From an optimization exercise on the open Yosys and OpenROAD flow, aimed at small area; shortcuts taken in it are not production practice. In this exercise RTL edits were held to simulation tests only and were not proved equivalent to the original. Power and IR drop assume default switching activity.

==> flow/design.v <==
module addBK (input [31:0] a, input [31:0] b, input cin, output [31:0] sum, output [31:0] g, output [31:0] p, output [31:0] carry);
	assign g = a & b;
	assign p = a ^ b;
	wire [31:0] gg [0:9];
	wire [31:0] pp [0:9];
	assign gg[0] = {g[31:1], g[0] | (p[0] & cin)};
	assign pp[0] = p;
	genvar l, i;
	generate
		for (l = 1; l <= 5; l = l + 1) begin : up
			for (i = 0; i < 32; i = i + 1) begin : b
				if (((i + 1) % (1 << l)) == 0) begin : c
					assign gg[l][i] = gg[l-1][i] | (pp[l-1][i] & gg[l-1][i - (1 << (l-1))]);
					assign pp[l][i] = pp[l-1][i] & pp[l-1][i - (1 << (l-1))];
				end else begin : n
					assign gg[l][i] = gg[l-1][i];
					assign pp[l][i] = pp[l-1][i];
				end
			end
		end
		for (l = 6; l <= 9; l = l + 1) begin : dn
			for (i = 0; i < 32; i = i + 1) begin : b
				if (((i + 1) % (2 << (9 - l))) == (1 << (9 - l)) && i > (1 << (9 - l))) begin : c
					assign gg[l][i] = gg[l-1][i] | (pp[l-1][i] & gg[l-1][i - (1 << (9 - l))]);
					assign pp[l][i] = pp[l-1][i] & pp[l-1][i - (1 << (9 - l))];
				end else begin : n
					assign gg[l][i] = gg[l-1][i];
					assign pp[l][i] = pp[l-1][i];
				end
			end
		end
	endgenerate
	assign carry = gg[9];
	assign sum = p ^ {gg[9][30:0], cin};
endmodule
module mx2i (input a0, input a1, input s, output y);
	assign y = ~(s ? a1 : a0);
endmodule
module ao21i (input a1, input a2, input b1, output y);
	assign y = ~((a1 & a2) | b1);
endmodule
module shStage #(parameter N = 1) (input [31:0] x, input fill, input s, output [31:0] y);
	wire sn = ~s;
	wire sf = s & fill;
	genvar i;
	generate for (i = 0; i < 32; i = i + 1) begin : b
		if (i + N < 32) begin : m
			mx2i u (.a0(x[i]), .a1(x[i + N]), .s(s), .y(y[i]));
		end else begin : f
			ao21i u (.a1(sn), .a2(x[i]), .b1(sf), .y(y[i]));
		end
	end endgenerate
endmodule
module shifter (input [31:0] in, input rev, input fill, input [4:0] amt, output [31:0] out);
	wire [31:0] x0, x1, x2, x3, x4;
	genvar i;
	generate for (i = 0; i < 32; i = i + 1) begin : r
		mx2i u (.a0(in[i]), .a1(in[31 - i]), .s(rev), .y(x0[i]));
	end endgenerate
	wire fn = ~fill;
	shStage #(16) s16 (.x(x0), .fill(fn),   .s(amt[4]), .y(x1));
	shStage #(8)  s8  (.x(x1), .fill(fill), .s(amt[3]), .y(x2));
	shStage #(4)  s4  (.x(x2), .fill(fn),   .s(amt[2]), .y(x3));
	shStage #(2)  s2  (.x(x3), .fill(fill), .s(amt[1]), .y(x4));
	shStage #(1)  s1  (.x(x4), .fill(fn),   .s(amt[0]), .y(out));
endmodule
module alu (input signed [31:0] in1, input signed [31:0] in2, input [3:0] opCode, input [4:0] shiftAmt, output signed [31:0] result);
	wire isArith = (opCode == 4'd0) | (opCode == 4'd1);
	wire sub     = (opCode == 4'd1) | (opCode == 4'd7) | (opCode == 4'd8);
	wire isLogic = (opCode == 4'd2) | (opCode == 4'd3);
	wire isOr    = (opCode == 4'd3);
	wire isShl   = (opCode == 4'd4);
	wire isShr   = (opCode == 4'd5) | (opCode == 4'd6);
	wire isGt    = (opCode == 4'd7);
	wire isLt    = (opCode == 4'd8);
	wire [31:0] sum, g, p, carry;
	addBK add (.a(in1), .b(in2 ^ {32{sub}}), .cin(sub), .sum(sum), .g(g), .p(p), .carry(carry));
	wire c31 = carry[30];
	wire lt  = (in1[31] & ~in2[31]) | (in1[31] & ~c31) | (~in2[31] & ~c31);
	wire eq  = &p;
	wire gt  = ~lt & ~eq;
	wire [31:0] sh;
	shifter shr (.in(in1), .rev(isShl), .fill((opCode == 4'd6) & in1[31]), .amt(shiftAmt), .out(sh));
	genvar i;
	generate for (i = 0; i < 32; i = i + 1) begin : outb
		wire base = (isArith & sum[i]) | (isLogic & g[i]) | (isOr & p[i]) | (isShr & sh[i]) | (isShl & sh[31 - i]);
		if (i == 0) begin : b0
			assign result[i] = base | (isLt & lt) | (isGt & gt);
		end else begin : bn
			assign result[i] = base;
		end
	end endgenerate
endmodule
module mux (input selCh, input [31:0] inCh0, input [31:0] inCh1, output [31:0] selData);
	assign selData = selCh == 0 ? inCh0 :
			  selCh == 1 ? inCh1 : 0;
endmodule
module rdPair (input q0, input s0n, input q1, input s1n, output y);
	assign y = ~((q0 | s0n) & (q1 | s1n));
endmodule
module registerFile (input wrEnable, input [4:0] wrReg, input [31:0] wrData, input [4:0] rdReg1, output [31:0] rdData1, input [4:0] rdReg2, output [31:0] rdData2, input clk);
	reg [31:0] regFile [31:0];
	always @(posedge clk) begin if (wrEnable) begin regFile[wrReg] <= wrData; end end
	wire [31:0] sel1n = ~(32'd1 << rdReg1);
	wire [31:0] sel2n = ~(32'd1 << rdReg2);
	genvar i, j;
	generate for (j = 0; j < 32; j = j + 1) begin : bitcol
		wire [15:0] y1, y2;
		for (i = 0; i < 16; i = i + 1) begin : pr
			rdPair p1 (.q0(regFile[2*i][j]), .s0n(sel1n[2*i]), .q1(regFile[2*i+1][j]), .s1n(sel1n[2*i+1]), .y(y1[i]));
			rdPair p2 (.q0(regFile[2*i][j]), .s0n(sel2n[2*i]), .q1(regFile[2*i+1][j]), .s1n(sel2n[2*i+1]), .y(y2[i]));
		end
		assign rdData1[j] = ~|y1;
		assign rdData2[j] = ~|y2;
	end endgenerate
endmodule
module project (input wrEnable, input [4:0] wrReg, input [4:0] rdReg1, input [4:0] rdReg2, input clk, input [3:0] opCode, input [4:0] shiftAmt, output signed [31:0] result, input selCh, input [31:0] selData);
	wire [31:0] selected;
	wire signed [31:0] rdData1;
	wire signed [31:0] rdData2;
	registerFile regFile1 (wrEnable, wrReg, selected, rdReg1, rdData1, rdReg2, rdData2, clk);
	alu alu1 (rdData1, rdData2, opCode, shiftAmt, result);
	mux m1 (selCh, selData, result, selected);
endmodule
==> flow/config.mk <==
export PLATFORM = sky130hd
export DESIGN_NAME = project
export DESIGN_NICKNAME = project
export VERILOG_FILES = /design/flow/design.v
export SDC_FILE = /design/flow/constraint.sdc
export NUM_CORES = 4
export LEC_CHECK = 0
export CAP_MARGIN = 20
export CORE_MARGIN = 2
export CORE_UTILIZATION = 40
export SLEW_MARGIN = 20
export SYNTH_HIERARCHICAL = 1
==> flow/constraint.sdc <==
create_clock -name core_clock -period 10.0 [get_ports {clk}]
set_input_delay 2.0000 -clock core_clock [delete_from_list [all_inputs] [get_ports {clk}]]
set_output_delay 2.0000 -clock core_clock [all_outputs]
set_load 0.01 [all_outputs]
standard.sh (not shown) runs the stock make flow with config.mk's settings and CLKGATE_MAP_FILE= SYNTH_SCRIPT=/design/flow/synth_recipe.tcl, a recipe that flattens the netlist after the stock synthesis.
==> flow/flow/run.sh <==
#!/bin/bash
# The standard ORFS layout (standard.sh, with the standard synthesis), with
# these changes to how the layout is made:
#  - ports are buffered with buf_2 instead of the delay-cell buffer that
#    buffer_ports picks by default;
#  - clock tree synthesis uses clkbuf_8 for the tree and inserts no dummy
#    loads;
#  - after repair, non-critical gates are downsized (RECOVER_POWER).
# make's full output goes to flow_make.log here; ORFS writes each step's log
# under orfs/logs/.
set -euo pipefail
bash standard.sh \
  "BUFFER_PORTS_ARGS=-buffer_cell sky130_fd_sc_hd__buf_2" \
  "CTS_ARGS=-sink_clustering_enable -repair_clock_nets -dont_use_dummy_load -buf_list sky130_fd_sc_hd__clkbuf_8 -sink_clustering_size 18 -sink_clustering_max_diameter 60" \
  "RECOVER_POWER=100" \
  finish > flow_make.log 2>&1
The baseline finished but fails on capacitance limit, slew limit.
Rerun with:
--- a/flow/design.v
+++ b/flow/design.v
@@ -1,5 +1,5 @@
-module addBK (input [31:0] a, input [31:0] b, input cin, output [31:0] sum, output [31:0] g, output [31:0] p, output [31:0] carry);
+module addBK (input [31:0] a, input [31:0] b, input cin, output [31:0] sum, output [31:0] g, output [31:0] p);
 	assign g = a & b;
 	assign p = a ^ b;
 	wire [31:0] gg [0:9];
 	wire [31:0] pp [0:9];
@@ -29,41 +29,16 @@
 				end
 			end
 		end
 	endgenerate
-	assign carry = gg[9];
 	assign sum = p ^ {gg[9][30:0], cin};
 endmodule
-module mx2i (input a0, input a1, input s, output y);
-	assign y = ~(s ? a1 : a0);
-endmodule
-module ao21i (input a1, input a2, input b1, output y);
-	assign y = ~((a1 & a2) | b1);
-endmodule
-module shStage #(parameter N = 1) (input [31:0] x, input fill, input s, output [31:0] y);
-	wire sn = ~s;
-	wire sf = s & fill;
-	genvar i;
-	generate for (i = 0; i < 32; i = i + 1) begin : b
-		if (i + N < 32) begin : m
-			mx2i u (.a0(x[i]), .a1(x[i + N]), .s(s), .y(y[i]));
-		end else begin : f
-			ao21i u (.a1(sn), .a2(x[i]), .b1(sf), .y(y[i]));
-		end
-	end endgenerate
-endmodule
-module shifter (input [31:0] in, input rev, input fill, input [4:0] amt, output [31:0] out);
-	wire [31:0] x0, x1, x2, x3, x4;
-	genvar i;
-	generate for (i = 0; i < 32; i = i + 1) begin : r
-		mx2i u (.a0(in[i]), .a1(in[31 - i]), .s(rev), .y(x0[i]));
-	end endgenerate
-	wire fn = ~fill;
-	shStage #(16) s16 (.x(x0), .fill(fn),   .s(amt[4]), .y(x1));
-	shStage #(8)  s8  (.x(x1), .fill(fill), .s(amt[3]), .y(x2));
-	shStage #(4)  s4  (.x(x2), .fill(fn),   .s(amt[2]), .y(x3));
-	shStage #(2)  s2  (.x(x3), .fill(fill), .s(amt[1]), .y(x4));
-	shStage #(1)  s1  (.x(x4), .fill(fn),   .s(amt[0]), .y(out));
+module shiftR (input [31:0] in, input fill, input [4:0] amt, output [31:0] out);
+	wire [31:0] s0 = amt[4] ? {{16{fill}}, in[31:16]} : in;
+	wire [31:0] s1 = amt[3] ? {{8{fill}}, s0[31:8]} : s0;
+	wire [31:0] s2 = amt[2] ? {{4{fill}}, s1[31:4]} : s1;
+	wire [31:0] s3 = amt[1] ? {{2{fill}}, s2[31:2]} : s2;
+	assign out     = amt[0] ? {fill, s3[31:1]} : s3;
 endmodule
 module alu (input signed [31:0] in1, input signed [31:0] in2, input [3:0] opCode, input [4:0] shiftAmt, output signed [31:0] result);
 	wire isArith = (opCode == 4'd0) | (opCode == 4'd1);
 	wire sub     = (opCode == 4'd1) | (opCode == 4'd7) | (opCode == 4'd8);
@@ -72,17 +47,19 @@
 	wire isShl   = (opCode == 4'd4);
 	wire isShr   = (opCode == 4'd5) | (opCode == 4'd6);
 	wire isGt    = (opCode == 4'd7);
 	wire isLt    = (opCode == 4'd8);
-	wire [31:0] sum, g, p, carry;
-	addBK add (.a(in1), .b(in2 ^ {32{sub}}), .cin(sub), .sum(sum), .g(g), .p(p), .carry(carry));
-	wire c31 = carry[30];
-	wire lt  = (in1[31] & ~in2[31]) | (in1[31] & ~c31) | (~in2[31] & ~c31);
-	wire eq  = &p;
-	wire gt  = ~lt & ~eq;
-	wire [31:0] sh;
-	shifter shr (.in(in1), .rev(isShl), .fill((opCode == 4'd6) & in1[31]), .amt(shiftAmt), .out(sh));
+	wire [31:0] sum, g, p;
+	addBK add (.a(in1), .b(in2 ^ {32{sub}}), .cin(sub), .sum(sum), .g(g), .p(p));
+	wire lt = (in1[31] & ~in2[31]) | (~(in1[31] ^ in2[31]) & sum[31]);
+	wire eq = &p;
+	wire gt = ~lt & ~eq;
+	wire [31:0] arev, sh;
 	genvar i;
+	generate for (i = 0; i < 32; i = i + 1) begin : rev
+		assign arev[i] = in1[31 - i];
+	end endgenerate
+	shiftR shr (.in(isShl ? arev : in1), .fill((opCode == 4'd6) & in1[31]), .amt(shiftAmt), .out(sh));
 	generate for (i = 0; i < 32; i = i + 1) begin : outb
 		wire base = (isArith & sum[i]) | (isLogic & g[i]) | (isOr & p[i]) | (isShr & sh[i]) | (isShl & sh[31 - i]);
 		if (i == 0) begin : b0
 			assign result[i] = base | (isLt & lt) | (isGt & gt);
The new run completed and failed the layout checks on capacitance limit, slew limit.
Non-clock buffer count is lower by 70.
Design area rises slightly.
Power is about the same.
Via count rises by a few percent.
Combinational power came out higher by a few percent.
Clock skew climbs by 0.012 ns.
Cell count hardly moves.
Sequential power hardly moves.
Maximum frequency stays flat.
Worst setup slack is better by 0.010 ns.
Sequential share of layout area decreases by 0.26 points.
Synthesized area is higher slightly.
Hold slack improves by 0.12 ns.

-- what the ideal ports hide --
Ports are ideal in the flow. The routed layouts listed here were re-timed in OpenROAD.
Step 1: set_driving_cell puts a clkbuf_16 on clk and a buf_2 on each other input, an assumption about the parent block.
Step 2 times the ports against the registers' clock, not the clock port: input delays grow and output delays shrink by t, the midpoint of the rising clock arrivals with the driver on.
Slacks: no drivers / after step 1 / after step 2; pairs: no drivers / after step 1.
| run | t, ns | setup WS [ns] | clock arrival spread, ns | worst slew at a driven data input, ns | cell pins on the clock port's net |
|---|---|---|---|---|---|
| the first run | 0.816 | 0.181 / 0.081 / 0.081 | 0.101 / 0.101 | 0.19 | 1 |
| the second run | 0.768 | 0.191 / 0.146 / 0.146 | 0.113 / 0.113 | 0.20 | 1 |
The setup slack of the first run, which loses most, moves by -0.100 ns with the drivers and by -0.100 ns with both steps.
